Background: an optimization exercise with open tools, aiming at small area and a short achievable clock period. Do not read the settings as production practice.
Function was not checked in any run shown here: the RTL went through the layout flow alone.

==> flow/design.v <==
module ConvEngine (
    input         clk,
    input         rst,
    input  [31:0] DMAport,
    input         acc_enable,
    input         acc_clear,
    output [31:0] result
);
  reg  [23:0] R0, R1, R2, R3, R4, R5;
  reg  [5:0]  z;               
  reg  [2:0]  lr;              
  reg  [2:0]  lrp;             
  reg  [17:0] P0, P1, P2;      
  reg  [18:0] Ds, Dc;        
  reg  [31:0] acc_s, acc_c;    
  wire       wr  = DMAport[7];
  wire [2:0] sel = DMAport[2:0];
  wire [23:0] data = DMAport[31:8];
  always @(posedge clk) begin
    if (wr) begin
      case (sel)
        3'd0: R0 <= data;
        3'd1: R1 <= data;
        3'd2: R2 <= data;
        3'd3: R3 <= data;
        3'd4: R4 <= data;
        3'd5: R5 <= data;
        default: ;
      endcase
    end
  end
  always @(posedge clk or posedge rst) begin
    if (rst) begin
      z <= 6'b111111;
      lr <= 3'b001;
      lrp <= 3'b001;
    end else begin
      lrp <= lr;
      lr <= lrn;
      if (wr) begin
        case (sel)
          3'd0: z[0] <= 1'b0;
          3'd1: z[1] <= 1'b0;
          3'd2: z[2] <= 1'b0;
          3'd3: z[3] <= 1'b0;
          3'd4: z[4] <= 1'b0;
          3'd5: z[5] <= 1'b0;
          default: ;
        endcase
      end
    end
  end
  wire       valid = wr & (sel < 3'd6);
  wire [2:0] lrn = valid ? ((sel == 3'd0 || sel == 3'd3) ? 3'b001 :
                            (sel == 3'd1 || sel == 3'd4) ? 3'b010 : 3'b100) : lr;
  wire       wp = valid & (sel < 3'd3);      
  wire       wk = valid & (sel >= 3'd3);     
  wire [2:0] qp = {3{~wp}} & lrn & ~z[2:0];
  wire [2:0] qk = {3{~wk}} & lrn & ~z[5:3];
  wire [23:0] xp_n = ({24{wp}} & data) | ({24{qp[0]}} & R0) | ({24{qp[1]}} & R1) | ({24{qp[2]}} & R2);
  wire [23:0] xk_n = ({24{wk}} & data) | ({24{qk[0]}} & R3) | ({24{qk[1]}} & R4) | ({24{qk[2]}} & R5);
  reg  [23:0] XP, XK;
  always @(posedge clk or posedge rst) begin
    if (rst) begin
      XP <= 24'd0;
      XK <= 24'd0;
    end else begin
      XP <= xp_n;
      XK <= xk_n;
    end
  end
  wire [23:0] pix = XP;
  wire [23:0] ker = XK;
  wire [2:0]  m  = ~(lr | lrp);           
  wire        g  = (lr != lrp);           
  wire [2:0]  zz = z[2:0] & z[5:3];       
  wire [2:0]  xs = {~m[0] & ~m[1], ~m[0] & m[1], m[0]};
  wire [2:0]  ys = {~g & m[2], ~g & ~m[2], 1'b0};
  wire [17:0] P0v = zz[0] ? 18'h20000 : P0;
  wire [17:0] P1v = zz[1] ? 18'h20000 : P1;
  wire [17:0] P2v = zz[2] ? 18'h20000 : P2;
  wire [17:0] X  = ({18{xs[0]}} & P0v) | ({18{xs[1]}} & P1v) | ({18{xs[2]}} & P2v);
  wire [18:0] Y  = ({(18+1){g}} & Ds) | ({(18+1){ys[1]}} & {1'b0, P1v}) | ({(18+1){ys[2]}} & {1'b0, P2v});
  wire [18:0] Zr = {(18+1){g}} & Dc;
  wire        en = acc_enable;
  wire [17:0] Xg = {18{en}} & X;
  wire [18:0] Yg = {(18+1){en}} & Y;
  wire [18:0] Zg = {(18+1){en}} & Zr;
  wire [31:0] early;
  wire n1 = (pix[16] & ker[16]);
  wire n2 = (pix[16] & ker[17]);
  wire n3 = (pix[16] & ker[18]);
  wire n4 = (pix[16] & ker[19]);
  wire n5 = (pix[16] & ker[20]);
  wire n6 = (pix[16] & ker[21]);
  wire n7 = (pix[16] & ker[22]);
  wire n8 = ~(pix[16] & ker[23]);
  wire n9 = (pix[17] & ker[16]);
  wire n10 = (pix[17] & ker[17]);
  wire n11 = (pix[17] & ker[18]);
  wire n12 = (pix[17] & ker[19]);
  wire n13 = (pix[17] & ker[20]);
  wire n14 = (pix[17] & ker[21]);
  wire n15 = (pix[17] & ker[22]);
  wire n16 = ~(pix[17] & ker[23]);
  wire n17 = (pix[18] & ker[16]);
  wire n18 = (pix[18] & ker[17]);
  wire n19 = (pix[18] & ker[18]);
  wire n20 = (pix[18] & ker[19]);
  wire n21 = (pix[18] & ker[20]);
  wire n22 = (pix[18] & ker[21]);
  wire n23 = (pix[18] & ker[22]);
  wire n24 = ~(pix[18] & ker[23]);
  wire n25 = (pix[19] & ker[16]);
  wire n26 = (pix[19] & ker[17]);
  wire n27 = (pix[19] & ker[18]);
  wire n28 = (pix[19] & ker[19]);
  wire n29 = (pix[19] & ker[20]);
  wire n30 = (pix[19] & ker[21]);
  wire n31 = (pix[19] & ker[22]);
  wire n32 = ~(pix[19] & ker[23]);
  wire n33 = (pix[20] & ker[16]);
  wire n34 = (pix[20] & ker[17]);
  wire n35 = (pix[20] & ker[18]);
  wire n36 = (pix[20] & ker[19]);
  wire n37 = (pix[20] & ker[20]);
  wire n38 = (pix[20] & ker[21]);
  wire n39 = (pix[20] & ker[22]);
  wire n40 = ~(pix[20] & ker[23]);
  wire n41 = (pix[21] & ker[16]);
  wire n42 = (pix[21] & ker[17]);
  wire n43 = (pix[21] & ker[18]);
  wire n44 = (pix[21] & ker[19]);
  wire n45 = (pix[21] & ker[20]);
  wire n46 = (pix[21] & ker[21]);
  wire n47 = (pix[21] & ker[22]);
  wire n48 = ~(pix[21] & ker[23]);
  wire n49 = (pix[22] & ker[16]);
  wire n50 = (pix[22] & ker[17]);
  wire n51 = (pix[22] & ker[18]);
  wire n52 = (pix[22] & ker[19]);
  wire n53 = (pix[22] & ker[20]);
  wire n54 = (pix[22] & ker[21]);
  wire n55 = (pix[22] & ker[22]);
  wire n56 = ~(pix[22] & ker[23]);
  wire n57 = ~(pix[23] & ker[16]);
  wire n58 = ~(pix[23] & ker[17]);
  wire n59 = ~(pix[23] & ker[18]);
  wire n60 = ~(pix[23] & ker[19]);
  wire n61 = ~(pix[23] & ker[20]);
  wire n62 = ~(pix[23] & ker[21]);
  wire n63 = ~(pix[23] & ker[22]);
  wire n64 = (pix[23] & ker[23]);
  wire n65 = (pix[8] & ker[8]);
  wire n66 = (pix[8] & ker[9]);
  wire n67 = (pix[8] & ker[10]);
  wire n68 = (pix[8] & ker[11]);
  wire n69 = (pix[8] & ker[12]);
  wire n70 = (pix[8] & ker[13]);
  wire n71 = (pix[8] & ker[14]);
  wire n72 = ~(pix[8] & ker[15]);
  wire n73 = (pix[9] & ker[8]);
  wire n74 = (pix[9] & ker[9]);
  wire n75 = (pix[9] & ker[10]);
  wire n76 = (pix[9] & ker[11]);
  wire n77 = (pix[9] & ker[12]);
  wire n78 = (pix[9] & ker[13]);
  wire n79 = (pix[9] & ker[14]);
  wire n80 = ~(pix[9] & ker[15]);
  wire n81 = (pix[10] & ker[8]);
  wire n82 = (pix[10] & ker[9]);
  wire n83 = (pix[10] & ker[10]);
  wire n84 = (pix[10] & ker[11]);
  wire n85 = (pix[10] & ker[12]);
  wire n86 = (pix[10] & ker[13]);
  wire n87 = (pix[10] & ker[14]);
  wire n88 = ~(pix[10] & ker[15]);
  wire n89 = (pix[11] & ker[8]);
  wire n90 = (pix[11] & ker[9]);
  wire n91 = (pix[11] & ker[10]);
  wire n92 = (pix[11] & ker[11]);
  wire n93 = (pix[11] & ker[12]);
  wire n94 = (pix[11] & ker[13]);
  wire n95 = (pix[11] & ker[14]);
  wire n96 = ~(pix[11] & ker[15]);
  wire n97 = (pix[12] & ker[8]);
  wire n98 = (pix[12] & ker[9]);
  wire n99 = (pix[12] & ker[10]);
  wire n100 = (pix[12] & ker[11]);
  wire n101 = (pix[12] & ker[12]);
  wire n102 = (pix[12] & ker[13]);
  wire n103 = (pix[12] & ker[14]);
  wire n104 = ~(pix[12] & ker[15]);
  wire n105 = (pix[13] & ker[8]);
  wire n106 = (pix[13] & ker[9]);
  wire n107 = (pix[13] & ker[10]);
  wire n108 = (pix[13] & ker[11]);
  wire n109 = (pix[13] & ker[12]);
  wire n110 = (pix[13] & ker[13]);
  wire n111 = (pix[13] & ker[14]);
  wire n112 = ~(pix[13] & ker[15]);
  wire n113 = (pix[14] & ker[8]);
  wire n114 = (pix[14] & ker[9]);
  wire n115 = (pix[14] & ker[10]);
  wire n116 = (pix[14] & ker[11]);
  wire n117 = (pix[14] & ker[12]);
  wire n118 = (pix[14] & ker[13]);
  wire n119 = (pix[14] & ker[14]);
  wire n120 = ~(pix[14] & ker[15]);
  wire n121 = ~(pix[15] & ker[8]);
  wire n122 = ~(pix[15] & ker[9]);
  wire n123 = ~(pix[15] & ker[10]);
  wire n124 = ~(pix[15] & ker[11]);
  wire n125 = ~(pix[15] & ker[12]);
  wire n126 = ~(pix[15] & ker[13]);
  wire n127 = ~(pix[15] & ker[14]);
  wire n128 = (pix[15] & ker[15]);
  wire n129 = (pix[0] & ker[0]);
  wire n130 = (pix[0] & ker[1]);
  wire n131 = (pix[0] & ker[2]);
  wire n132 = (pix[0] & ker[3]);
  wire n133 = (pix[0] & ker[4]);
  wire n134 = (pix[0] & ker[5]);
  wire n135 = (pix[0] & ker[6]);
  wire n136 = ~(pix[0] & ker[7]);
  wire n137 = (pix[1] & ker[0]);
  wire n138 = (pix[1] & ker[1]);
  wire n139 = (pix[1] & ker[2]);
  wire n140 = (pix[1] & ker[3]);
  wire n141 = (pix[1] & ker[4]);
  wire n142 = (pix[1] & ker[5]);
  wire n143 = (pix[1] & ker[6]);
  wire n144 = ~(pix[1] & ker[7]);
  wire n145 = (pix[2] & ker[0]);
  wire n146 = (pix[2] & ker[1]);
  wire n147 = (pix[2] & ker[2]);
  wire n148 = (pix[2] & ker[3]);
  wire n149 = (pix[2] & ker[4]);
  wire n150 = (pix[2] & ker[5]);
  wire n151 = (pix[2] & ker[6]);
  wire n152 = ~(pix[2] & ker[7]);
  wire n153 = (pix[3] & ker[0]);
  wire n154 = (pix[3] & ker[1]);
  wire n155 = (pix[3] & ker[2]);
  wire n156 = (pix[3] & ker[3]);
  wire n157 = (pix[3] & ker[4]);
  wire n158 = (pix[3] & ker[5]);
  wire n159 = (pix[3] & ker[6]);
  wire n160 = ~(pix[3] & ker[7]);
  wire n161 = (pix[4] & ker[0]);
  wire n162 = (pix[4] & ker[1]);
  wire n163 = (pix[4] & ker[2]);
  wire n164 = (pix[4] & ker[3]);
  wire n165 = (pix[4] & ker[4]);
  wire n166 = (pix[4] & ker[5]);
  wire n167 = (pix[4] & ker[6]);
  wire n168 = ~(pix[4] & ker[7]);
  wire n169 = (pix[5] & ker[0]);
  wire n170 = (pix[5] & ker[1]);
  wire n171 = (pix[5] & ker[2]);
  wire n172 = (pix[5] & ker[3]);
  wire n173 = (pix[5] & ker[4]);
  wire n174 = (pix[5] & ker[5]);
  wire n175 = (pix[5] & ker[6]);
  wire n176 = ~(pix[5] & ker[7]);
  wire n177 = (pix[6] & ker[0]);
  wire n178 = (pix[6] & ker[1]);
  wire n179 = (pix[6] & ker[2]);
  wire n180 = (pix[6] & ker[3]);
  wire n181 = (pix[6] & ker[4]);
  wire n182 = (pix[6] & ker[5]);
  wire n183 = (pix[6] & ker[6]);
  wire n184 = ~(pix[6] & ker[7]);
  wire n185 = ~(pix[7] & ker[0]);
  wire n186 = ~(pix[7] & ker[1]);
  wire n187 = ~(pix[7] & ker[2]);
  wire n188 = ~(pix[7] & ker[3]);
  wire n189 = ~(pix[7] & ker[4]);
  wire n190 = ~(pix[7] & ker[5]);
  wire n191 = ~(pix[7] & ker[6]);
  wire n192 = (pix[7] & ker[7]);
  wire n193 = n7 ^ n14 ^ n21;
  wire n194 = (n7 & n14) | (n7 & n21) | (n14 & n21);
  wire n195 = n8 ^ n15 ^ n22;
  wire n196 = (n8 & n15) | (n8 & n22) | (n15 & n22);
  wire n197 = n29 ^ n36 ^ n43;
  wire n198 = (n29 & n36) | (n29 & n43) | (n36 & n43);
  wire n199 = n50 ^ n57 ^ n72;
  wire n200 = (n50 & n57) | (n50 & n72) | (n57 & n72);
  wire n201 = 1'b1 ^ n16 ^ n23;
  wire n202 = (1'b1 & n16) | (1'b1 & n23) | (n16 & n23);
  wire n203 = n30 ^ n37 ^ n44;
  wire n204 = (n30 & n37) | (n30 & n44) | (n37 & n44);
  wire n205 = n51 ^ n58 ^ n80;
  wire n206 = (n51 & n58) | (n51 & n80) | (n58 & n80);
  wire n207 = 1'b1 ^ n24 ^ n31;
  wire n208 = (1'b1 & n24) | (1'b1 & n31) | (n24 & n31);
  wire n209 = n38 ^ n45;
  wire n210 = n38 & n45;
  wire n211 = n5 ^ n12 ^ n19;
  wire n212 = (n5 & n12) | (n5 & n19) | (n12 & n19);
  wire n213 = n6 ^ n13 ^ n20;
  wire n214 = (n6 & n13) | (n6 & n20) | (n13 & n20);
  wire n215 = n27 ^ n34 ^ n41;
  wire n216 = (n27 & n34) | (n27 & n41) | (n34 & n41);
  wire n217 = n70 ^ n77 ^ n84;
  wire n218 = (n70 & n77) | (n70 & n84) | (n77 & n84);
  wire n219 = n28 ^ n35 ^ n42;
  wire n220 = (n28 & n35) | (n28 & n42) | (n35 & n42);
  wire n221 = n49 ^ n71 ^ n78;
  wire n222 = (n49 & n71) | (n49 & n78) | (n71 & n78);
  wire n223 = n85 ^ n92 ^ n99;
  wire n224 = (n85 & n92) | (n85 & n99) | (n92 & n99);
  wire n225 = n106 ^ n113 ^ n135;
  wire n226 = (n106 & n113) | (n106 & n135) | (n113 & n135);
  wire n227 = n142 ^ n149;
  wire n228 = n142 & n149;
  wire n229 = n79 ^ n86 ^ n93;
  wire n230 = (n79 & n86) | (n79 & n93) | (n86 & n93);
  wire n231 = n100 ^ n107 ^ n114;
  wire n232 = (n100 & n107) | (n100 & n114) | (n107 & n114);
  wire n233 = n121 ^ n136 ^ n143;
  wire n234 = (n121 & n136) | (n121 & n143) | (n136 & n143);
  wire n235 = n150 ^ n157 ^ n164;
  wire n236 = (n150 & n157) | (n150 & n164) | (n157 & n164);
  wire n237 = n171 ^ n178 ^ n185;
  wire n238 = (n171 & n178) | (n171 & n185) | (n178 & n185);
  wire n239 = n194 ^ n195;
  wire n240 = n194 & n195;
  wire n241 = n87 ^ n94 ^ n101;
  wire n242 = (n87 & n94) | (n87 & n101) | (n94 & n101);
  wire n243 = n108 ^ n115 ^ n122;
  wire n244 = (n108 & n115) | (n108 & n122) | (n115 & n122);
  wire n245 = n144 ^ n151 ^ n158;
  wire n246 = (n144 & n151) | (n144 & n158) | (n151 & n158);
  wire n247 = n165 ^ n172 ^ n179;
  wire n248 = (n165 & n172) | (n165 & n179) | (n172 & n179);
  wire n249 = n186 ^ n196 ^ n198;
  wire n250 = (n186 & n196) | (n186 & n198) | (n196 & n198);
  wire n251 = n200 ^ n201 ^ n203;
  wire n252 = (n200 & n201) | (n200 & n203) | (n201 & n203);
  wire n253 = n52 ^ n59 ^ n88;
  wire n254 = (n52 & n59) | (n52 & n88) | (n59 & n88);
  wire n255 = n95 ^ n102 ^ n109;
  wire n256 = (n95 & n102) | (n95 & n109) | (n102 & n109);
  wire n257 = n116 ^ n123 ^ n152;
  wire n258 = (n116 & n123) | (n116 & n152) | (n123 & n152);
  wire n259 = n159 ^ n166 ^ n173;
  wire n260 = (n159 & n166) | (n159 & n173) | (n166 & n173);
  wire n261 = n180 ^ n187 ^ n209;
  wire n262 = (n180 & n187) | (n180 & n209) | (n187 & n209);
  wire n263 = n202 ^ n204 ^ n206;
  wire n264 = (n202 & n204) | (n202 & n206) | (n204 & n206);
  wire n265 = n32 ^ n39 ^ n46;
  wire n266 = (n32 & n39) | (n32 & n46) | (n39 & n46);
  wire n267 = n53 ^ n60 ^ n96;
  wire n268 = (n53 & n60) | (n53 & n96) | (n60 & n96);
  wire n269 = n103 ^ n110 ^ n117;
  wire n270 = (n103 & n110) | (n103 & n117) | (n110 & n117);
  wire n271 = n124 ^ n160 ^ n167;
  wire n272 = (n124 & n160) | (n124 & n167) | (n160 & n167);
  wire n273 = n174 ^ n181 ^ n188;
  wire n274 = (n174 & n181) | (n174 & n188) | (n181 & n188);
  wire n275 = n40 ^ n47 ^ n54;
  wire n276 = (n40 & n47) | (n40 & n54) | (n47 & n54);
  wire n277 = n61 ^ n104 ^ n111;
  wire n278 = (n61 & n104) | (n61 & n111) | (n104 & n111);
  wire n279 = n4 ^ n11 ^ n18;
  wire n280 = (n4 & n11) | (n4 & n18) | (n11 & n18);
  wire n281 = n25 ^ n68;
  wire n282 = n25 & n68;
  wire n283 = n26 ^ n33 ^ n69;
  wire n284 = (n26 & n33) | (n26 & n69) | (n33 & n69);
  wire n285 = n76 ^ n83 ^ n90;
  wire n286 = (n76 & n83) | (n76 & n90) | (n83 & n90);
  wire n287 = n97 ^ n133 ^ n140;
  wire n288 = (n97 & n133) | (n97 & n140) | (n133 & n140);
  wire n289 = n91 ^ n98 ^ n105;
  wire n290 = (n91 & n98) | (n91 & n105) | (n98 & n105);
  wire n291 = n134 ^ n141 ^ n148;
  wire n292 = (n134 & n141) | (n134 & n148) | (n141 & n148);
  wire n293 = n155 ^ n162 ^ n169;
  wire n294 = (n155 & n162) | (n155 & n169) | (n162 & n169);
  wire n295 = n212 ^ n213;
  wire n296 = n212 & n213;
  wire n297 = n156 ^ n163 ^ n170;
  wire n298 = (n156 & n163) | (n156 & n170) | (n163 & n170);
  wire n299 = n177 ^ n227 ^ n214;
  wire n300 = (n177 & n227) | (n177 & n214) | (n227 & n214);
  wire n301 = n216 ^ n218 ^ n219;
  wire n302 = (n216 & n218) | (n216 & n219) | (n218 & n219);
  wire n303 = n221 ^ n223 ^ n225;
  wire n304 = (n221 & n223) | (n221 & n225) | (n223 & n225);
  wire n305 = n228 ^ n220 ^ n222;
  wire n306 = (n228 & n220) | (n228 & n222) | (n220 & n222);
  wire n307 = n224 ^ n226 ^ n229;
  wire n308 = (n224 & n226) | (n224 & n229) | (n226 & n229);
  wire n309 = n231 ^ n233 ^ n235;
  wire n310 = (n231 & n233) | (n231 & n235) | (n233 & n235);
  wire n311 = n237 ^ n197 ^ n199;
  wire n312 = (n237 & n197) | (n237 & n199) | (n197 & n199);
  wire n313 = n230 ^ n232 ^ n234;
  wire n314 = (n230 & n232) | (n230 & n234) | (n232 & n234);
  wire n315 = n236 ^ n238 ^ n241;
  wire n316 = (n236 & n238) | (n236 & n241) | (n238 & n241);
  wire n317 = n243 ^ n245 ^ n247;
  wire n318 = (n243 & n245) | (n243 & n247) | (n245 & n247);
  wire n319 = n205 ^ n240 ^ n249;
  wire n320 = (n205 & n240) | (n205 & n249) | (n240 & n249);
  wire n321 = n242 ^ n244 ^ n246;
  wire n322 = (n242 & n244) | (n242 & n246) | (n244 & n246);
  wire n323 = n248 ^ n253 ^ n255;
  wire n324 = (n248 & n253) | (n248 & n255) | (n253 & n255);
  wire n325 = n257 ^ n259 ^ n207;
  wire n326 = (n257 & n259) | (n257 & n207) | (n259 & n207);
  wire n327 = n261 ^ n250 ^ n263;
  wire n328 = (n261 & n250) | (n261 & n263) | (n250 & n263);
  wire n329 = n210 ^ n208 ^ n254;
  wire n330 = (n210 & n208) | (n210 & n254) | (n208 & n254);
  wire n331 = n256 ^ n258 ^ n260;
  wire n332 = (n256 & n258) | (n256 & n260) | (n258 & n260);
  wire n333 = n265 ^ n267 ^ n269;
  wire n334 = (n265 & n267) | (n265 & n269) | (n267 & n269);
  wire n335 = n271 ^ n273 ^ n262;
  wire n336 = (n271 & n273) | (n271 & n262) | (n273 & n262);
  wire n337 = n118 ^ n125 ^ n168;
  wire n338 = (n118 & n125) | (n118 & n168) | (n125 & n168);
  wire n339 = n175 ^ n182 ^ n189;
  wire n340 = (n175 & n182) | (n175 & n189) | (n182 & n189);
  wire n341 = n266 ^ n268 ^ n270;
  wire n342 = (n266 & n268) | (n266 & n270) | (n268 & n270);
  wire n343 = n272 ^ n274 ^ n275;
  wire n344 = (n272 & n274) | (n272 & n275) | (n274 & n275);
  wire n345 = n48 ^ n55 ^ n62;
  wire n346 = (n48 & n55) | (n48 & n62) | (n55 & n62);
  wire n347 = n112 ^ n119 ^ n126;
  wire n348 = (n112 & n119) | (n112 & n126) | (n119 & n126);
  wire n349 = n176 ^ n183 ^ n190;
  wire n350 = (n176 & n183) | (n176 & n190) | (n183 & n190);
  wire n351 = n3 ^ n10 ^ n17;
  wire n352 = (n3 & n10) | (n3 & n17) | (n10 & n17);
  wire n353 = n67 ^ n74;
  wire n354 = n67 & n74;
  wire n355 = n75 ^ n82 ^ n89;
  wire n356 = (n75 & n82) | (n75 & n89) | (n82 & n89);
  wire n357 = n132 ^ n139 ^ n146;
  wire n358 = (n132 & n139) | (n132 & n146) | (n139 & n146);
  wire n359 = n153 ^ n281;
  wire n360 = n153 & n281;
  wire n361 = n147 ^ n154 ^ n161;
  wire n362 = (n147 & n154) | (n147 & n161) | (n154 & n161);
  wire n363 = n282 ^ n280 ^ n283;
  wire n364 = (n282 & n280) | (n282 & n283) | (n280 & n283);
  wire n365 = n285 ^ n287 ^ n211;
  wire n366 = (n285 & n287) | (n285 & n211) | (n287 & n211);
  wire n367 = n284 ^ n286 ^ n288;
  wire n368 = (n284 & n286) | (n284 & n288) | (n286 & n288);
  wire n369 = n289 ^ n291 ^ n293;
  wire n370 = (n289 & n291) | (n289 & n293) | (n291 & n293);
  wire n371 = n215 ^ n217 ^ n295;
  wire n372 = (n215 & n217) | (n215 & n295) | (n217 & n295);
  wire n373 = n290 ^ n292 ^ n294;
  wire n374 = (n290 & n292) | (n290 & n294) | (n292 & n294);
  wire n375 = n297 ^ n193 ^ n296;
  wire n376 = (n297 & n193) | (n297 & n296) | (n193 & n296);
  wire n377 = n299 ^ n301 ^ n303;
  wire n378 = (n299 & n301) | (n299 & n303) | (n301 & n303);
  wire n379 = n298 ^ n239 ^ n300;
  wire n380 = (n298 & n239) | (n298 & n300) | (n239 & n300);
  wire n381 = n305 ^ n302 ^ n304;
  wire n382 = (n305 & n302) | (n305 & n304) | (n302 & n304);
  wire n383 = n307 ^ n309 ^ n311;
  wire n384 = (n307 & n309) | (n307 & n311) | (n309 & n311);
  wire n385 = n306 ^ n313 ^ n308;
  wire n386 = (n306 & n313) | (n306 & n308) | (n313 & n308);
  wire n387 = n310 ^ n312 ^ n315;
  wire n388 = (n310 & n312) | (n310 & n315) | (n312 & n315);
  wire n389 = n317 ^ n251 ^ n319;
  wire n390 = (n317 & n251) | (n317 & n319) | (n251 & n319);
  wire n391 = n314 ^ n321 ^ n252;
  wire n392 = (n314 & n321) | (n314 & n252) | (n321 & n252);
  wire n393 = n316 ^ n318 ^ n323;
  wire n394 = (n316 & n318) | (n316 & n323) | (n318 & n323);
  wire n395 = n325 ^ n320 ^ n327;
  wire n396 = (n325 & n320) | (n325 & n327) | (n320 & n327);
  wire n397 = n264 ^ n322 ^ n329;
  wire n398 = (n264 & n322) | (n264 & n329) | (n322 & n329);
  wire n399 = n331 ^ n324 ^ n326;
  wire n400 = (n331 & n324) | (n331 & n326) | (n324 & n326);
  wire n401 = n333 ^ n335 ^ n328;
  wire n402 = (n333 & n335) | (n333 & n328) | (n335 & n328);
  wire n403 = n337 ^ n339 ^ n277;
  wire n404 = (n337 & n339) | (n337 & n277) | (n339 & n277);
  wire n405 = n330 ^ n332 ^ n341;
  wire n406 = (n330 & n332) | (n330 & n341) | (n332 & n341);
  wire n407 = n334 ^ n343 ^ n336;
  wire n408 = (n334 & n343) | (n334 & n336) | (n343 & n336);
  wire n409 = n276 ^ n278 ^ n338;
  wire n410 = (n276 & n278) | (n276 & n338) | (n278 & n338);
  wire n411 = n340 ^ n345 ^ n347;
  wire n412 = (n340 & n345) | (n340 & n347) | (n345 & n347);
  wire n413 = n349 ^ n342 ^ n344;
  wire n414 = (n349 & n342) | (n349 & n344) | (n342 & n344);
  wire n415 = n56 ^ n63 ^ n120;
  wire n416 = (n56 & n63) | (n56 & n120) | (n63 & n120);
  wire n417 = n127 ^ n184 ^ n191;
  wire n418 = (n127 & n184) | (n127 & n191) | (n184 & n191);
  wire n419 = n346 ^ n348 ^ n350;
  wire n420 = (n346 & n348) | (n346 & n350) | (n348 & n350);
  wire n421 = n2 ^ n9 ^ n66;
  wire n422 = (n2 & n9) | (n2 & n66) | (n9 & n66);
  wire n423 = n81 ^ n131 ^ n138;
  wire n424 = (n81 & n131) | (n81 & n138) | (n131 & n138);
  wire n425 = n145 ^ n353;
  wire n426 = n145 & n353;
  wire n427 = n354 ^ n352 ^ n355;
  wire n428 = (n354 & n352) | (n354 & n355) | (n352 & n355);
  wire n429 = n357 ^ n279 ^ n359;
  wire n430 = (n357 & n279) | (n357 & n359) | (n279 & n359);
  wire n431 = n356 ^ n358 ^ n361;
  wire n432 = (n356 & n358) | (n356 & n361) | (n358 & n361);
  wire n433 = n360 ^ n363 ^ n365;
  wire n434 = (n360 & n363) | (n360 & n365) | (n363 & n365);
  wire n435 = n362 ^ n367 ^ n364;
  wire n436 = (n362 & n367) | (n362 & n364) | (n367 & n364);
  wire n437 = n366 ^ n369 ^ n371;
  wire n438 = (n366 & n369) | (n366 & n371) | (n369 & n371);
  wire n439 = n368 ^ n373 ^ n370;
  wire n440 = (n368 & n373) | (n368 & n370) | (n373 & n370);
  wire n441 = n375 ^ n372 ^ n377;
  wire n442 = (n375 & n372) | (n375 & n377) | (n372 & n377);
  wire n443 = n374 ^ n376 ^ n379;
  wire n444 = (n374 & n376) | (n374 & n379) | (n376 & n379);
  wire n445 = n381 ^ n378 ^ n383;
  wire n446 = (n381 & n378) | (n381 & n383) | (n378 & n383);
  wire n447 = n380 ^ n382 ^ n385;
  wire n448 = (n380 & n382) | (n380 & n385) | (n382 & n385);
  wire n449 = n384 ^ n387 ^ n389;
  wire n450 = (n384 & n387) | (n384 & n389) | (n387 & n389);
  wire n451 = n386 ^ n391 ^ n388;
  wire n452 = (n386 & n391) | (n386 & n388) | (n391 & n388);
  wire n453 = n393 ^ n390 ^ n395;
  wire n454 = (n393 & n390) | (n393 & n395) | (n390 & n395);
  wire n455 = n392 ^ n397 ^ n399;
  wire n456 = (n392 & n397) | (n392 & n399) | (n397 & n399);
  wire n457 = n394 ^ n401 ^ n396;
  wire n458 = (n394 & n401) | (n394 & n396) | (n401 & n396);
  wire n459 = n403 ^ n398 ^ n400;
  wire n460 = (n403 & n398) | (n403 & n400) | (n398 & n400);
  wire n461 = n405 ^ n407 ^ n402;
  wire n462 = (n405 & n407) | (n405 & n402) | (n407 & n402);
  wire n463 = n409 ^ n404 ^ n411;
  wire n464 = (n409 & n404) | (n409 & n411) | (n404 & n411);
  wire n465 = n406 ^ n413 ^ n408;
  wire n466 = (n406 & n413) | (n406 & n408) | (n413 & n408);
  wire n467 = n415 ^ n417 ^ n410;
  wire n468 = (n415 & n417) | (n415 & n410) | (n417 & n410);
  wire n469 = n419 ^ n412 ^ n414;
  wire n470 = (n419 & n412) | (n419 & n414) | (n412 & n414);
  wire n471 = n64 ^ n128 ^ n192;
  wire n472 = (n64 & n128) | (n64 & n192) | (n128 & n192);
  wire n473 = n416 ^ n418 ^ n420;
  wire n474 = (n416 & n418) | (n416 & n420) | (n418 & n420);
  wire n475 = n73 ^ n130;
  wire n476 = n73 & n130;
  wire n477 = n422 ^ n423 ^ n351;
  wire n478 = (n422 & n423) | (n422 & n351) | (n423 & n351);
  wire n479 = n424 ^ n426 ^ n427;
  wire n480 = (n424 & n426) | (n424 & n427) | (n426 & n427);
  wire n481 = n428 ^ n431 ^ n430;
  wire n482 = (n428 & n431) | (n428 & n430) | (n431 & n430);
  wire n483 = n432 ^ n435 ^ n434;
  wire n484 = (n432 & n435) | (n432 & n434) | (n435 & n434);
  wire n485 = n436 ^ n439 ^ n438;
  wire n486 = (n436 & n439) | (n436 & n438) | (n439 & n438);
  wire n487 = n440 ^ n443 ^ n442;
  wire n488 = (n440 & n443) | (n440 & n442) | (n443 & n442);
  wire n489 = n444 ^ n447 ^ n446;
  wire n490 = (n444 & n447) | (n444 & n446) | (n447 & n446);
  wire n491 = n448 ^ n451 ^ n450;
  wire n492 = (n448 & n451) | (n448 & n450) | (n451 & n450);
  wire n493 = n452 ^ n455 ^ n457;
  wire n494 = (n452 & n455) | (n452 & n457) | (n455 & n457);
  wire n495 = n459 ^ n456 ^ n461;
  wire n496 = (n459 & n456) | (n459 & n461) | (n456 & n461);
  wire n497 = n463 ^ n460 ^ n465;
  wire n498 = (n463 & n460) | (n463 & n465) | (n460 & n465);
  wire n499 = n467 ^ n464 ^ n469;
  wire n500 = (n467 & n464) | (n467 & n469) | (n464 & n469);
  wire n501 = n471 ^ n468 ^ n473;
  wire n502 = (n471 & n468) | (n471 & n473) | (n468 & n473);
  wire n503 = 1'b1 ^ n472;
  wire n504 = 1'b1 & n472;
  wire n505 = n1 ^ n65;
  wire n506 = n1 & n65;
  wire n507 = n137 ^ n475 ^ n421;
  wire n508 = (n137 & n475) | (n137 & n421) | (n475 & n421);
  wire n509 = n476 ^ n425 ^ n477;
  wire n510 = (n476 & n425) | (n476 & n477) | (n425 & n477);
  wire n511 = n478 ^ n429 ^ n479;
  wire n512 = (n478 & n429) | (n478 & n479) | (n429 & n479);
  wire n513 = n480 ^ n433 ^ n481;
  wire n514 = (n480 & n433) | (n480 & n481) | (n433 & n481);
  wire n515 = n482 ^ n437 ^ n483;
  wire n516 = (n482 & n437) | (n482 & n483) | (n437 & n483);
  wire n517 = n484 ^ n441 ^ n485;
  wire n518 = (n484 & n441) | (n484 & n485) | (n441 & n485);
  wire n519 = n445 ^ n486 ^ n487;
  wire n520 = (n445 & n486) | (n445 & n487) | (n486 & n487);
  wire n521 = n488 ^ n489 ^ n449;
  wire n522 = (n488 & n489) | (n488 & n449) | (n489 & n449);
  wire n523 = n490 ^ n453 ^ n491;
  wire n524 = (n490 & n453) | (n490 & n491) | (n453 & n491);
  wire n525 = n454 ^ n492 ^ n493;
  wire n526 = (n454 & n492) | (n454 & n493) | (n492 & n493);
  wire n527 = n458 ^ n495 ^ n494;
  wire n528 = (n458 & n495) | (n458 & n494) | (n495 & n494);
  wire n529 = n462 ^ n497 ^ n496;
  wire n530 = (n462 & n497) | (n462 & n496) | (n497 & n496);
  wire n531 = n466 ^ n499 ^ n498;
  wire n532 = (n466 & n499) | (n466 & n498) | (n499 & n498);
  wire n533 = n470 ^ n501 ^ n500;
  wire n534 = (n470 & n501) | (n470 & n500) | (n501 & n500);
  wire n535 = n503 ^ n474 ^ n502;
  wire n536 = (n503 & n474) | (n503 & n502) | (n474 & n502);
  wire [18:0] t1a = {1'b0, 1'b0, n504, n535, n533, n531, n529, n527, n525, n523, n521, n519, n517, n515, n513, n511, n509, n507, n505};
  wire [18:0] t1b = {1'b0, 1'b0, n536, n534, n532, n530, n528, n526, n524, n522, n520, n518, n516, n514, n512, n510, n508, n506, n129};
  wire n537 = acc_s[0] ^ acc_c[0];
  wire n538 = acc_s[0] & acc_c[0];
  wire n539 = acc_s[1] ^ acc_c[1] ^ Xg[1];
  wire n540 = (acc_s[1] & acc_c[1]) | (acc_s[1] & Xg[1]) | (acc_c[1] & Xg[1]);
  wire n541 = acc_s[2] ^ acc_c[2] ^ Xg[2];
  wire n542 = (acc_s[2] & acc_c[2]) | (acc_s[2] & Xg[2]) | (acc_c[2] & Xg[2]);
  wire n543 = acc_s[3] ^ acc_c[3] ^ Xg[3];
  wire n544 = (acc_s[3] & acc_c[3]) | (acc_s[3] & Xg[3]) | (acc_c[3] & Xg[3]);
  wire n545 = acc_s[4] ^ acc_c[4] ^ Xg[4];
  wire n546 = (acc_s[4] & acc_c[4]) | (acc_s[4] & Xg[4]) | (acc_c[4] & Xg[4]);
  wire n547 = acc_s[5] ^ acc_c[5] ^ Xg[5];
  wire n548 = (acc_s[5] & acc_c[5]) | (acc_s[5] & Xg[5]) | (acc_c[5] & Xg[5]);
  wire n549 = acc_s[6] ^ acc_c[6] ^ Xg[6];
  wire n550 = (acc_s[6] & acc_c[6]) | (acc_s[6] & Xg[6]) | (acc_c[6] & Xg[6]);
  wire n551 = acc_s[7] ^ acc_c[7] ^ Xg[7];
  wire n552 = (acc_s[7] & acc_c[7]) | (acc_s[7] & Xg[7]) | (acc_c[7] & Xg[7]);
  wire n553 = acc_s[8] ^ acc_c[8] ^ Xg[8];
  wire n554 = (acc_s[8] & acc_c[8]) | (acc_s[8] & Xg[8]) | (acc_c[8] & Xg[8]);
  wire n555 = acc_s[9] ^ acc_c[9] ^ Xg[9];
  wire n556 = (acc_s[9] & acc_c[9]) | (acc_s[9] & Xg[9]) | (acc_c[9] & Xg[9]);
  wire n557 = acc_s[10] ^ acc_c[10] ^ Xg[10];
  wire n558 = (acc_s[10] & acc_c[10]) | (acc_s[10] & Xg[10]) | (acc_c[10] & Xg[10]);
  wire n559 = acc_s[11] ^ acc_c[11] ^ Xg[11];
  wire n560 = (acc_s[11] & acc_c[11]) | (acc_s[11] & Xg[11]) | (acc_c[11] & Xg[11]);
  wire n561 = acc_s[12] ^ acc_c[12] ^ Xg[12];
  wire n562 = (acc_s[12] & acc_c[12]) | (acc_s[12] & Xg[12]) | (acc_c[12] & Xg[12]);
  wire n563 = acc_s[13] ^ acc_c[13] ^ Xg[13];
  wire n564 = (acc_s[13] & acc_c[13]) | (acc_s[13] & Xg[13]) | (acc_c[13] & Xg[13]);
  wire n565 = acc_s[14] ^ acc_c[14] ^ Xg[14];
  wire n566 = (acc_s[14] & acc_c[14]) | (acc_s[14] & Xg[14]) | (acc_c[14] & Xg[14]);
  wire n567 = acc_s[15] ^ acc_c[15] ^ Xg[15];
  wire n568 = (acc_s[15] & acc_c[15]) | (acc_s[15] & Xg[15]) | (acc_c[15] & Xg[15]);
  wire n569 = acc_s[16] ^ acc_c[16] ^ Xg[16];
  wire n570 = (acc_s[16] & acc_c[16]) | (acc_s[16] & Xg[16]) | (acc_c[16] & Xg[16]);
  wire n571 = acc_s[17] ^ acc_c[17] ^ en;
  wire n572 = (acc_s[17] & acc_c[17]) | (acc_s[17] & en) | (acc_c[17] & en);
  wire n573 = Xg[17] ^ Yg[17];
  wire n574 = Xg[17] & Yg[17];
  wire n575 = acc_s[18] ^ acc_c[18] ^ Yg[18];
  wire n576 = (acc_s[18] & acc_c[18]) | (acc_s[18] & Yg[18]) | (acc_c[18] & Yg[18]);
  wire n577 = Xg[0] ^ Yg[0];
  wire n578 = Xg[0] & Yg[0];
  wire n579 = Yg[1] ^ Zg[1] ^ n538;
  wire n580 = (Yg[1] & Zg[1]) | (Yg[1] & n538) | (Zg[1] & n538);
  wire n581 = Yg[2] ^ Zg[2] ^ n540;
  wire n582 = (Yg[2] & Zg[2]) | (Yg[2] & n540) | (Zg[2] & n540);
  wire n583 = Yg[3] ^ Zg[3] ^ n542;
  wire n584 = (Yg[3] & Zg[3]) | (Yg[3] & n542) | (Zg[3] & n542);
  wire n585 = Yg[4] ^ Zg[4] ^ n544;
  wire n586 = (Yg[4] & Zg[4]) | (Yg[4] & n544) | (Zg[4] & n544);
  wire n587 = Yg[5] ^ Zg[5] ^ n546;
  wire n588 = (Yg[5] & Zg[5]) | (Yg[5] & n546) | (Zg[5] & n546);
  wire n589 = Yg[6] ^ Zg[6] ^ n548;
  wire n590 = (Yg[6] & Zg[6]) | (Yg[6] & n548) | (Zg[6] & n548);
  wire n591 = Yg[7] ^ Zg[7] ^ n550;
  wire n592 = (Yg[7] & Zg[7]) | (Yg[7] & n550) | (Zg[7] & n550);
  wire n593 = Yg[8] ^ Zg[8] ^ n552;
  wire n594 = (Yg[8] & Zg[8]) | (Yg[8] & n552) | (Zg[8] & n552);
  wire n595 = Yg[9] ^ Zg[9] ^ n554;
  wire n596 = (Yg[9] & Zg[9]) | (Yg[9] & n554) | (Zg[9] & n554);
  wire n597 = Yg[10] ^ Zg[10] ^ n556;
  wire n598 = (Yg[10] & Zg[10]) | (Yg[10] & n556) | (Zg[10] & n556);
  wire n599 = Yg[11] ^ Zg[11] ^ n558;
  wire n600 = (Yg[11] & Zg[11]) | (Yg[11] & n558) | (Zg[11] & n558);
  wire n601 = Yg[12] ^ Zg[12] ^ n560;
  wire n602 = (Yg[12] & Zg[12]) | (Yg[12] & n560) | (Zg[12] & n560);
  wire n603 = Yg[13] ^ Zg[13] ^ n562;
  wire n604 = (Yg[13] & Zg[13]) | (Yg[13] & n562) | (Zg[13] & n562);
  wire n605 = Yg[14] ^ Zg[14] ^ n564;
  wire n606 = (Yg[14] & Zg[14]) | (Yg[14] & n564) | (Zg[14] & n564);
  wire n607 = Yg[15] ^ Zg[15] ^ n566;
  wire n608 = (Yg[15] & Zg[15]) | (Yg[15] & n566) | (Zg[15] & n566);
  wire n609 = Yg[16] ^ Zg[16] ^ n568;
  wire n610 = (Yg[16] & Zg[16]) | (Yg[16] & n568) | (Zg[16] & n568);
  wire n611 = Zg[17] ^ n573 ^ n571;
  wire n612 = (Zg[17] & n573) | (Zg[17] & n571) | (n573 & n571);
  wire n613 = Zg[18] ^ n574 ^ n572;
  wire n614 = (Zg[18] & n574) | (Zg[18] & n572) | (n574 & n572);
  wire n615 = acc_s[19] ^ acc_c[19] ^ en;
  wire n616 = (acc_s[19] & acc_c[19]) | (acc_s[19] & en) | (acc_c[19] & en);
  wire n617 = acc_s[20] ^ acc_c[20];
  wire n618 = acc_s[20] & acc_c[20];
  wire n619 = acc_s[21] ^ acc_c[21];
  wire n620 = acc_s[21] & acc_c[21];
  wire n621 = acc_s[22] ^ acc_c[22];
  wire n622 = acc_s[22] & acc_c[22];
  wire n623 = acc_s[23] ^ acc_c[23];
  wire n624 = acc_s[23] & acc_c[23];
  wire n625 = acc_s[24] ^ acc_c[24];
  wire n626 = acc_s[24] & acc_c[24];
  wire n627 = acc_s[25] ^ acc_c[25];
  wire n628 = acc_s[25] & acc_c[25];
  wire n629 = acc_s[26] ^ acc_c[26];
  wire n630 = acc_s[26] & acc_c[26];
  wire n631 = acc_s[27] ^ acc_c[27];
  wire n632 = acc_s[27] & acc_c[27];
  wire n633 = acc_s[28] ^ acc_c[28];
  wire n634 = acc_s[28] & acc_c[28];
  wire n635 = acc_s[29] ^ acc_c[29];
  wire n636 = acc_s[29] & acc_c[29];
  wire n637 = acc_s[30] ^ acc_c[30];
  wire n638 = acc_s[30] & acc_c[30];
  wire n639 = acc_s[31] ^ acc_c[31];
  wire n640 = acc_s[31] & acc_c[31];
  wire n641 = Zg[0] ^ n537;
  wire n642 = Zg[0] & n537;
  wire n643 = n578 ^ n579 ^ n539;
  wire n644 = (n578 & n579) | (n578 & n539) | (n579 & n539);
  wire n645 = n580 ^ n541 ^ n581;
  wire n646 = (n580 & n541) | (n580 & n581) | (n541 & n581);
  wire n647 = n543 ^ n582 ^ n583;
  wire n648 = (n543 & n582) | (n543 & n583) | (n582 & n583);
  wire n649 = n545 ^ n584 ^ n585;
  wire n650 = (n545 & n584) | (n545 & n585) | (n584 & n585);
  wire n651 = n547 ^ n586 ^ n587;
  wire n652 = (n547 & n586) | (n547 & n587) | (n586 & n587);
  wire n653 = n549 ^ n588 ^ n589;
  wire n654 = (n549 & n588) | (n549 & n589) | (n588 & n589);
  wire n655 = n551 ^ n590 ^ n591;
  wire n656 = (n551 & n590) | (n551 & n591) | (n590 & n591);
  wire n657 = n553 ^ n592 ^ n593;
  wire n658 = (n553 & n592) | (n553 & n593) | (n592 & n593);
  wire n659 = n555 ^ n594 ^ n595;
  wire n660 = (n555 & n594) | (n555 & n595) | (n594 & n595);
  wire n661 = n557 ^ n596 ^ n597;
  wire n662 = (n557 & n596) | (n557 & n597) | (n596 & n597);
  wire n663 = n559 ^ n598 ^ n599;
  wire n664 = (n559 & n598) | (n559 & n599) | (n598 & n599);
  wire n665 = n561 ^ n600 ^ n601;
  wire n666 = (n561 & n600) | (n561 & n601) | (n600 & n601);
  wire n667 = n563 ^ n602 ^ n603;
  wire n668 = (n563 & n602) | (n563 & n603) | (n602 & n603);
  wire n669 = n565 ^ n604 ^ n605;
  wire n670 = (n565 & n604) | (n565 & n605) | (n604 & n605);
  wire n671 = n567 ^ n606 ^ n607;
  wire n672 = (n567 & n606) | (n567 & n607) | (n606 & n607);
  wire n673 = n569 ^ n608 ^ n609;
  wire n674 = (n569 & n608) | (n569 & n609) | (n608 & n609);
  wire n675 = n570 ^ n611 ^ n610;
  wire n676 = (n570 & n611) | (n570 & n610) | (n611 & n610);
  wire n677 = n575 ^ n613 ^ n612;
  wire n678 = (n575 & n613) | (n575 & n612) | (n613 & n612);
  wire n679 = n615 ^ n576 ^ n614;
  wire n680 = (n615 & n576) | (n615 & n614) | (n576 & n614);
  wire n681 = en ^ n617 ^ n616;
  wire n682 = (en & n617) | (en & n616) | (n617 & n616);
  wire n683 = en ^ n618 ^ n619;
  wire n684 = (en & n618) | (en & n619) | (n618 & n619);
  wire n685 = en ^ n620 ^ n621;
  wire n686 = (en & n620) | (en & n621) | (n620 & n621);
  wire n687 = en ^ n622 ^ n623;
  wire n688 = (en & n622) | (en & n623) | (n622 & n623);
  wire n689 = en ^ n624 ^ n625;
  wire n690 = (en & n624) | (en & n625) | (n624 & n625);
  wire n691 = en ^ n626 ^ n627;
  wire n692 = (en & n626) | (en & n627) | (n626 & n627);
  wire n693 = en ^ n628 ^ n629;
  wire n694 = (en & n628) | (en & n629) | (n628 & n629);
  wire n695 = en ^ n630 ^ n631;
  wire n696 = (en & n630) | (en & n631) | (n630 & n631);
  wire n697 = en ^ n632 ^ n633;
  wire n698 = (en & n632) | (en & n633) | (n632 & n633);
  wire n699 = en ^ n634 ^ n635;
  wire n700 = (en & n634) | (en & n635) | (n634 & n635);
  wire n701 = en ^ n636 ^ n637;
  wire n702 = (en & n636) | (en & n637) | (n636 & n637);
  wire n703 = en ^ n638 ^ n639;
  wire n704 = (en & n638) | (en & n639) | (n638 & n639);
  wire [31:0] e_a = {n703, n701, n699, n697, n695, n693, n691, n689, n687, n685, n683, n681, n679, n677, n675, n673, n671, n669, n667, n665, n663, n661, n659, n657, n655, n653, n651, n649, n647, n645, n643, n641};
  wire [31:0] e_b = {n702, n700, n698, n696, n694, n692, n690, n688, n686, n684, n682, n680, n678, n676, n674, n672, n670, n668, n666, n664, n662, n660, n658, n656, n654, n652, n650, n648, n646, n644, n642, n577};
  wire n705 = acc_enable & n505;
  wire n706 = acc_enable & n129;
  wire n707 = acc_enable & n507;
  wire n708 = acc_enable & n506;
  wire n709 = acc_enable & n509;
  wire n710 = acc_enable & n508;
  wire n711 = acc_enable & n511;
  wire n712 = acc_enable & n510;
  wire n713 = acc_enable & n513;
  wire n714 = acc_enable & n512;
  wire n715 = acc_enable & n515;
  wire n716 = acc_enable & n514;
  wire n717 = acc_enable & n517;
  wire n718 = acc_enable & n516;
  wire n719 = acc_enable & n519;
  wire n720 = acc_enable & n518;
  wire n721 = acc_enable & n521;
  wire n722 = acc_enable & n520;
  wire n723 = acc_enable & n523;
  wire n724 = acc_enable & n522;
  wire n725 = acc_enable & n525;
  wire n726 = acc_enable & n524;
  wire n727 = acc_enable & n527;
  wire n728 = acc_enable & n526;
  wire n729 = acc_enable & n529;
  wire n730 = acc_enable & n528;
  wire n731 = acc_enable & n531;
  wire n732 = acc_enable & n530;
  wire n733 = acc_enable & n533;
  wire n734 = acc_enable & n532;
  wire n735 = acc_enable & n535;
  wire n736 = acc_enable & n534;
  wire n737 = acc_enable & n504;
  wire n738 = acc_enable & n536;
  wire n739 = n705 ^ n706 ^ early[0];
  wire n740 = (n705 & n706) | (n705 & early[0]) | (n706 & early[0]);
  wire n741 = n707 ^ n708 ^ early[1];
  wire n742 = (n707 & n708) | (n707 & early[1]) | (n708 & early[1]);
  wire n743 = n709 ^ n710 ^ early[2];
  wire n744 = (n709 & n710) | (n709 & early[2]) | (n710 & early[2]);
  wire n745 = n711 ^ n712 ^ early[3];
  wire n746 = (n711 & n712) | (n711 & early[3]) | (n712 & early[3]);
  wire n747 = n713 ^ n714 ^ early[4];
  wire n748 = (n713 & n714) | (n713 & early[4]) | (n714 & early[4]);
  wire n749 = n715 ^ n716 ^ early[5];
  wire n750 = (n715 & n716) | (n715 & early[5]) | (n716 & early[5]);
  wire n751 = n717 ^ n718 ^ early[6];
  wire n752 = (n717 & n718) | (n717 & early[6]) | (n718 & early[6]);
  wire n753 = n719 ^ n720 ^ early[7];
  wire n754 = (n719 & n720) | (n719 & early[7]) | (n720 & early[7]);
  wire n755 = n721 ^ n722 ^ early[8];
  wire n756 = (n721 & n722) | (n721 & early[8]) | (n722 & early[8]);
  wire n757 = n723 ^ n724 ^ early[9];
  wire n758 = (n723 & n724) | (n723 & early[9]) | (n724 & early[9]);
  wire n759 = n725 ^ n726 ^ early[10];
  wire n760 = (n725 & n726) | (n725 & early[10]) | (n726 & early[10]);
  wire n761 = n727 ^ n728 ^ early[11];
  wire n762 = (n727 & n728) | (n727 & early[11]) | (n728 & early[11]);
  wire n763 = n729 ^ n730 ^ early[12];
  wire n764 = (n729 & n730) | (n729 & early[12]) | (n730 & early[12]);
  wire n765 = n731 ^ n732 ^ early[13];
  wire n766 = (n731 & n732) | (n731 & early[13]) | (n732 & early[13]);
  wire n767 = n733 ^ n734 ^ early[14];
  wire n768 = (n733 & n734) | (n733 & early[14]) | (n734 & early[14]);
  wire n769 = n735 ^ n736 ^ early[15];
  wire n770 = (n735 & n736) | (n735 & early[15]) | (n736 & early[15]);
  wire n771 = n737 ^ n738 ^ early[16];
  wire n772 = (n737 & n738) | (n737 & early[16]) | (n738 & early[16]);
  wire [31:0] t2a = {early[31], early[30], early[29], early[28], early[27], early[26], early[25], early[24], early[23], early[22], early[21], early[20], early[19], early[18], n772, n770, n768, n766, n764, n762, n760, n758, n756, n754, n752, n750, n748, n746, n744, n742, n740, n739};
  wire [31:0] t2b = {1'b0, 1'b0, 1'b0, 1'b0, 1'b0, 1'b0, 1'b0, 1'b0, 1'b0, 1'b0, 1'b0, 1'b0, 1'b0, 1'b0, early[17], n771, n769, n767, n765, n763, n761, n759, n757, n755, n753, n751, n749, n747, n745, n743, n741, 1'b0};
  always @(posedge clk) begin
    Ds <= t1a;
    Dc <= t1b;
  end
  assign early = e_a + e_b;
  wire [17:0] dres = Ds + Dc;
  always @(posedge clk) begin
    if (lrp[0]) P0 <= dres;
    if (lrp[1]) P1 <= dres;
    if (lrp[2]) P2 <= dres;
  end
  always @(posedge clk or posedge rst) begin
    if (rst) begin
      acc_s <= 32'd0;
      acc_c <= 32'd0;
    end else begin
      acc_s <= {32{~acc_clear}} & t2a;
      acc_c <= {32{~acc_clear}} & t2b;
    end
  end
  assign result = acc_s + acc_c;
endmodule
==> flow/run.sh <==
#!/bin/bash
# synth_recipe.tcl (not shown) runs the flow's synth.tcl, then flattens the netlist and writes it again
# the make line also repeats each setting of config.mk as NAME=value (left out here)
make -C /OpenROAD-flow-scripts/flow DESIGN_CONFIG=/design/flow/config.mk WORK_HOME=/design/flow/orfs CLKGATE_MAP_FILE= SYNTH_SCRIPT=/design/flow/synth_recipe.tcl finish
==> flow/config.mk <==
export PLATFORM = sky130hd
export DESIGN_NAME = ConvEngine
export DESIGN_NICKNAME = ConvEngine
export VERILOG_FILES = /design/flow/design.v
export SDC_FILE = /design/flow/constraint.sdc
export NUM_CORES = 4
export LEC_CHECK = 0
export ABC_CLOCK_PERIOD_IN_PS = 6000
export CAP_MARGIN = 20
export CORE_MARGIN = 2
export CORE_UTILIZATION = 40
export SETUP_SLACK_MARGIN = 4
export SLEW_MARGIN = 20
==> flow/constraint.sdc <==
create_clock -name core_clock -period 10.0 [get_ports {clk}]
set_input_delay 2.0000 -clock core_clock [delete_from_list [all_inputs] [get_ports {clk}]]
set_output_delay 2.0000 -clock core_clock [all_outputs]
set_load 0.01 [all_outputs]
==> results.cfg, run 1 <==
[worst_setup_path]
timing.rr.start = lrp[0]
crit_top_cell = fa_1
critPathSlowestCell = fa_1
critical_path_peak_fanout = 49
arrival_ps = 6140
cp_cell_sequence = buf_6 -> buf_12 -> nor2b_1 -> fa_1 -> fa_1 -> fa_1 -> ha_1 -> nand2_1 -> nor3_1 -> o21ai_0 -> a21oi_1 -> nor2_1 -> xnor2_2 -> fa_1 -> nor2b_1
required_ps = 10400
cpPeakStageDelay_ps = 510
crit_start = acc_enable
cp-start-kind = primary input
r2r_cells = 20
end_kind = flop
crit_type = in -> reg

[floorplan]
die-area_um2 = 57620
core_um2 = 55090
fp-row-count = 86
start_util_pct = 40.45
dieHeight_um = 240.1
die_w_um = 240.1
ios = 68

[placement]
port_buffers = 63
gp_congestion = 0.9109
post-place-cells = 2675
dpl.hpwl_um = 39780

[cts]
clockBufferDepth = 3
cts_sinks = 341
clock-root-buffer = clkbuf_16
clk_pin_slew_ps = 60
cts_tree = yes
clk_latency_ps = 570
cts_max_level = 2
numCtsBuffers = 39

[synth]
netlist_area_um2 = 22290
ys_warn_count = 1
syn-num-nets = 2264
ys_types = 77
syn_inst = 1900
synth_seq_area_share_pct = 42.01
synth_ff_type = edfxtp_1
syn_area_per_cell_um2 = 11.73
synth_edf_count = 198
async_reset_ff_share_pct = 31.96
ys_top_cells_by_area = edfxtp_1 (27%), fa_1 (21%), dfrtp_1 (11%)
synth_area_leader_cell = edfxtp_1
yosys.area.top_type_share_pct = 26.68
ys_ff_latch = 341

[min_path]
hp-class = reg -> reg
holdCritStartpoint = lr[2]
worstHoldPathCells = 0

[sta]
fin_crit_ps = 5733
finalClockSkew_ps = 26.83
finalSetupViolCount = 0
tns_ps = 0
rsz0062_at_grt = yes
slew_headroom_pct = 27.99
fmax_mhz = 174.4
worst_slew_pin_slew_ps = 1080
period_share_pct = 57.33
slew_viol_final = 0
hold_viol = 0

[global_route]
antenna_found_initial = 1
grt_use_total_pct = 19.58
grt_pass1_wl_um = 87090
grt_pass1_vias = 15480
grt_start_max_net_pins = 58
grt-ovfl-total = 0

[finish]
fin_cells = 2756
nets = 2341
diodes = 0
drive_above_1_share_pct = 6.723
n_fill_cell = 5120
area_delta_synth_final_pct = 12.66
multiInputGateArea_um2 = 11870
regArea_um2 = 9375

[drt]
antenna_left = 0
dr.max_layer_used = met4
wirelength_met1_um = 24970
wl_met3_um = 2507
wire_per_inst_um = 19.73
drc = 0
num_vias = 14540
routed-wl-met2_um = 25600
drt-pass1-iter-count = 5
routed_via_density = 5.276
totalWireLength_um = 54370
drt_iter0_markers = 992

[status]
outcome = complete, no violations

[job]
cap_violations = 0
==> registers in the layout, summed over array words and instances (netlist names) <==
signal / cells
acc_s: 32
XK: 24
R4: 24
R2: 24
Ds: 17
z: 6
lr: 3
XP: 24
R5: 24
acc_c: 17
R0: 24
R1: 24
P1: 18
R3: 24
Dc: 17
P2: 18
lrp: 3
P0: 18
==> per-layer routing <==
layer  vias to the layer above  GRT usage [%]
met1                      7388          27.23
met3                        95          2.193
met4                         0          6.023
li1                       6672              -
met2                       385          32.28
met5                         -              0
==> cells in the final DEF (no fill, tap or decap), types with 18 or more instances in the layout <==
cell / synthesis / routed
dfxtp_1: 34 / 34
inv_1: 231 / 230
fa_1: 229 / 229
nor2b_1: 46 / 46
dfrtp_1: 101 / 99
edfxtp_1: 198 / 198
clkbuf_16: 0 / 39
xnor2_1: 46 / 44
nand2_1: 179 / 179
ha_1: 99 / 99
a21o_1: 19 / 19
and2_1: 128 / 126
clkdlybuf4s50_1: 0 / 61
o21ai_0: 34 / 32
xor2_1: 21 / 21
a21oi_1: 67 / 66
a22o_1: 49 / 49
a221o_1: 52 / 52
buf_4: 2 / 26
nor2_1: 78 / 73
and3_1: 18 / 18
==> final timing paths <==
kind	to	slack [ps]
worst min register to register	lrp[2]	380
worst max register to register	acc_c[15]	4280
worst min-delay path	lrp[2]	380
max in group asynchronous	acc_s[0]	6860
worst max-delay path	acc_c[15]	4270
min in group asynchronous	XP[14]	1900
==> layout make-up <==
cell class                      count  share of cell area (%)
Inverter                          231                   3.463
Sequential cell                   341                   37.34
Tap cell                          748                   3.727
Multi-Input combinational cell   1274                   47.26
Timing Repair Buffer               90                   3.353
Clock inverter                     24                  0.8022
Clock buffer                       48                   4.061
==> cells by family after synthesis <==
family,synth area share [%]
AO/OA/AOI/OAI,11.57
buffers and inverters,5.097
AND/OR/NAND/NOR,12.15
XOR/XNOR,2.633
adder cells (fa/ha/maj),26.13
multiplexers,0.4098
flip-flops,42.01
==> critical path: cells and delay by family <==
family,cells,cell delay (ps)
buf+inv,2,400
compound gates,2,510
xor+xnor,1,160
fa+ha+maj,5,2260
simple gates,5,760
==> through the flow <==
stage | util (%) | setup WS (ps) | instance area (µm²) | hold slack, ps
final | 45.58 | 4267 | 25110 | 380.5
after global routing | 45.58 | 3928 | 25110 | 396.9
after CTS | 45.43 | 4016 | 25030 | 385.7
after detailed placement | 43.11 | 3000 | 23750 | 374.5
after global placement | 43.11 | 3166 | 23750 | 357.9
after floorplan | - | 4047 | 22290 | 353.7
==> synth_stat cells (12+ instances only) <==
cell / instances
inv_1: 231
fa_1: 229
edfxtp_1: 198
nand2_1: 179
and2_1: 128
dfrtp_1: 101
ha_1: 99
nor2_1: 78
a21oi_1: 67
a221o_1: 52
a22o_1: 49
nor2b_1: 46
xnor2_1: 46
clkbuf_1: 34
dfxtp_1: 34
o21ai_0: 34
xor2_1: 21
a21o_1: 19
and3_1: 18
a222oi_1: 17
nand3_1: 17
nand2b_1: 14
o21a_1: 14
a21boi_0: 12
a22oi_1: 12
buf_2: 12
==> timing repair <==
action,in CTS,in global routing
buffers inserted,5,4
setup endpoints to repair,33,15
gates resized for setup,10,15
hold buffers,0,0
pin swaps,1,2
==> inputs of run 2 (changes only) <==
--- a/flow/config.mk
+++ b/flow/config.mk
@@ -5,9 +5,9 @@
 export SDC_FILE = /design/flow/constraint.sdc
 export NUM_CORES = 4
 export LEC_CHECK = 0
-export ABC_CLOCK_PERIOD_IN_PS = 6000
+export ABC_CLOCK_PERIOD_IN_PS = 2500
 export CAP_MARGIN = 20
 export CORE_MARGIN = 2
 export CORE_UTILIZATION = 40
-export SETUP_SLACK_MARGIN = 4
+export SETUP_SLACK_MARGIN = 4.5
 export SLEW_MARGIN = 20
==> run 2 against run 1 <==
  * Critical path depth stayed put
  * Count of clock-buffer cells in the layout rose by 2
  * Sequential share of layout area down 0.66 points
  * Design area rose by 1.8%
  * Area after synthesis unchanged
  * Synthesized cell count unchanged
  * Register-to-register slack better by 370 ps
  * Core utilization increased by 0.82 points
  * Critical path type unchanged
==> results.cfg, run 2 <==
[drt]
totalWireLength_um = 54790
wire_per_inst_um = 19.85
drt_iter0_markers = 1011
drc = 0
drt-pass1-iter-count = 6
antenna_left = 0
num_vias = 14470
routed_via_density = 5.242

[sta]
worst_slew_pin_slew_ps = 975.4
slew_viol_final = 0
fin_crit_ps = 5411
hold_viol = 0
finalSetupViolCount = 0
slew_headroom_pct = 34.83
period_share_pct = 54.11
fmax_mhz = 184.8
tns_ps = 0
rsz0062_at_grt = yes
finalClockSkew_ps = 25.47

[synth]
ys_top_cells_by_area = edfxtp_1 (27%), fa_1 (21%), dfrtp_1 (11%)
netlist_area_um2 = 22290
synth_common_cells = inv_1 (231), fa_1 (229), edfxtp_1 (198), nand2_1 (179), and2_1 (128)
synth_seq_area_share_pct = 42.01
synth_compound_area_share_pct = 11.57
synth.area.mux_share_pct = 0.4098
ys_types = 77
synth_ff_type = edfxtp_1
yosys.area_share.simple_pct = 12.15
syn_area_per_cell_um2 = 11.73
yosys.area.top_type_share_pct = 26.68
async_reset_ff_share_pct = 31.96
synthAdderAreaFrac_pct = 26.13
syn_inst = 1900
synth-xor-area-share_pct = 2.633
synth_edf_count = 198
ys_warn_count = 1
yosysMostFrequentCell = inv_1
syn-num-nets = 2264
synth_top_family_by_area = adder cells
synth_area_leader_cell = edfxtp_1
ys_ff_latch = 341

[placement]
port_buffers = 63
gp_congestion = 0.9271
dpl.hpwl_um = 39960
place_area_um2 = 23980

[finish]
nets = 2345
mostFrequentLayoutCell = inv_1
n_fill_cell = 5001
stdcell_area_um2 = 25560
final_cell_mix = inv_1 (229), fa_1 (220), edfxtp_1 (198)
largest-register = acc_s
largest_reg_flops = 32
drive_above_1_share_pct = 9.990
area_delta_synth_final_pct = 14.68
diodes = 0
final_core_util_pct = 46.39

[floorplan]
ios = 68
fp-row-count = 86
die_w_um = 240.1
die-area_um2 = 57620
core_um2 = 55090
dieHeight_um = 240.1
start_util_pct = 40.45

[cts]
cts_tree = yes
cts_max_level = 2
hold_buffers = 0
clk_pin_slew_ps = 60
clockBufferDepth = 3
clock-root-buffer = clkbuf_16
numCtsBuffers = 39
cts_sinks = 341
clk_latency_ps = 570

[global_route]
grt_use_total_pct = 19.64
antenna_found_initial = 0
grt_start_max_net_pins = 58
grt-ovfl-total = 0
grt_pass1_wl_um = 86680
grt_pass1_vias = 15420

[worst_setup_path]
cp-start-kind = primary input
critPathSlowestCell = fa_1
crit_top_cell = fa_1
cpPeakStageDelay_ps = 540
path_delay_family = adder cells
critical_path_peak_fanout = 34
crit_buf_inv = 2
cp_cell_sequence = buf_12 -> buf_8 -> nor2b_4 -> fa_2 -> fa_1 -> fa_1 -> ha_4 -> nand2_2 -> o21ai_1 -> a21oi_2 -> a21oi_2 -> nor2_1 -> xnor2_2 -> fa_1 -> nor2b_1
crit_type = in -> reg
required_ps = 10420
end_kind = flop
arrival_ps = 5840

[status]
outcome = complete, no violations

[job]
cap_violations = 0

[min_path]
hp-class = reg -> reg
[run 2: routing by layer]
| layer | wire, µm | track usage [%] | share of wire, % |
|---|---|---|---|
| met5 | 0 | 0 | 0 |
| met4 | 1343 | 6.286 | 2.5 |
| met3 | 3122 | 2.836 | 5.7 |
| met2 | 25800 | 32.40 | 47 |
| met1 | 24530 | 26.75 | 45 |
[run 2: area by class of cell]
type | instances | area [µm²] | area share [%]
Sequential cell | 341 | 9375 | 36.68
Multi-Input combinational cell | 1274 | 12160 | 47.59
Clock inverter | 22 | 229.0 | 0.8958
Timing Repair Buffer | 94 | 909.6 | 3.559
Clock buffer | 50 | 1077 | 4.215
Tap cell | 748 | 935.9 | 3.662
Inverter | 231 | 869.6 | 3.402
[run 2: cell families (layout without fill, tap and decap cells)]
logic type               after synthesis  after routing
AO/OA/AOI/OAI                        340            340
XOR/XNOR                              67             67
adder cells (fa/ha/maj)              328            328
buffers and inverters                285            397
flip-flops                           341            341
multiplexers                           8              8
AND/OR/NAND/NOR                      531            531
[run 2: repair_timing]
action	4_1_cts	5_1_grt
cloned	0	0
buffers inserted	2	8
pin swaps	5	7
endpoints found under the setup margin	54	31
resized for setup	27	31
[run 2: worst paths after layout]
path	start	end	slack, ps	cells past startpoint
worst max register to register	lrp[0]	acc_c[14]	4650	17
min in group asynchronous	rst	XK[14]	1920	2
worst min register to register	lr[2]	lrp[2]	380	0
worst min-delay path	lr[2]	lrp[2]	380	0
worst max-delay path	acc_enable	acc_c[15]	4590	15
max in group asynchronous	rst	lrp[1]	6770	3
[run 2: per-stage QoR]
stage / hold WS, ps / setup WS, ps / instances
floorplan: 353.7 / 4454 / 1900
global placement: 358.8 / 3436 / 2678
detailed placement: 369.1 / 3365 / 2678
CTS: 383.0 / 4420 / 2752
global route: 389.1 / 4445 / 2760
finish: 381.1 / 4589 / 2760

==> what the ideal ports hide <==
Ports are ideal in the flow. The routed layouts listed here were re-timed in OpenROAD.
Step 1 (the two cells are an assumption about what drives the block):
set clk [get_ports {clk}]
set_driving_cell -lib_cell sky130_fd_sc_hd__clkbuf_16 $clk
set_driving_cell -lib_cell sky130_fd_sc_hd__buf_2 [delete_from_list [all_inputs] $clk]
Step 2 times the ports against the registers' clock, not the clock port: input delays grow and output delays shrink by t, the midpoint of the rising clock arrivals with the driver on.
Slacks: ideal ports / drivers / drivers and shift; pairs: ideal ports / drivers.
run | t (ns) | setup WS [ns] | worst register clock-pin slew, ns | worst slew at a driven data input, ns | cell pins on the clock port's net
run 1 | 0.612 | 4.267 / 4.252 / 3.674 | 0.06 / 0.06 | 0.05 | 1
run 2 | 0.613 | 4.589 / 4.590 / 3.977 | 0.06 / 0.06 | 0.07 | 1
After both steps setup and hold are still met in every run listed. The setup slack of run 2, which loses most, moves by +0.001 ns with the drivers and by -0.612 ns with both steps.
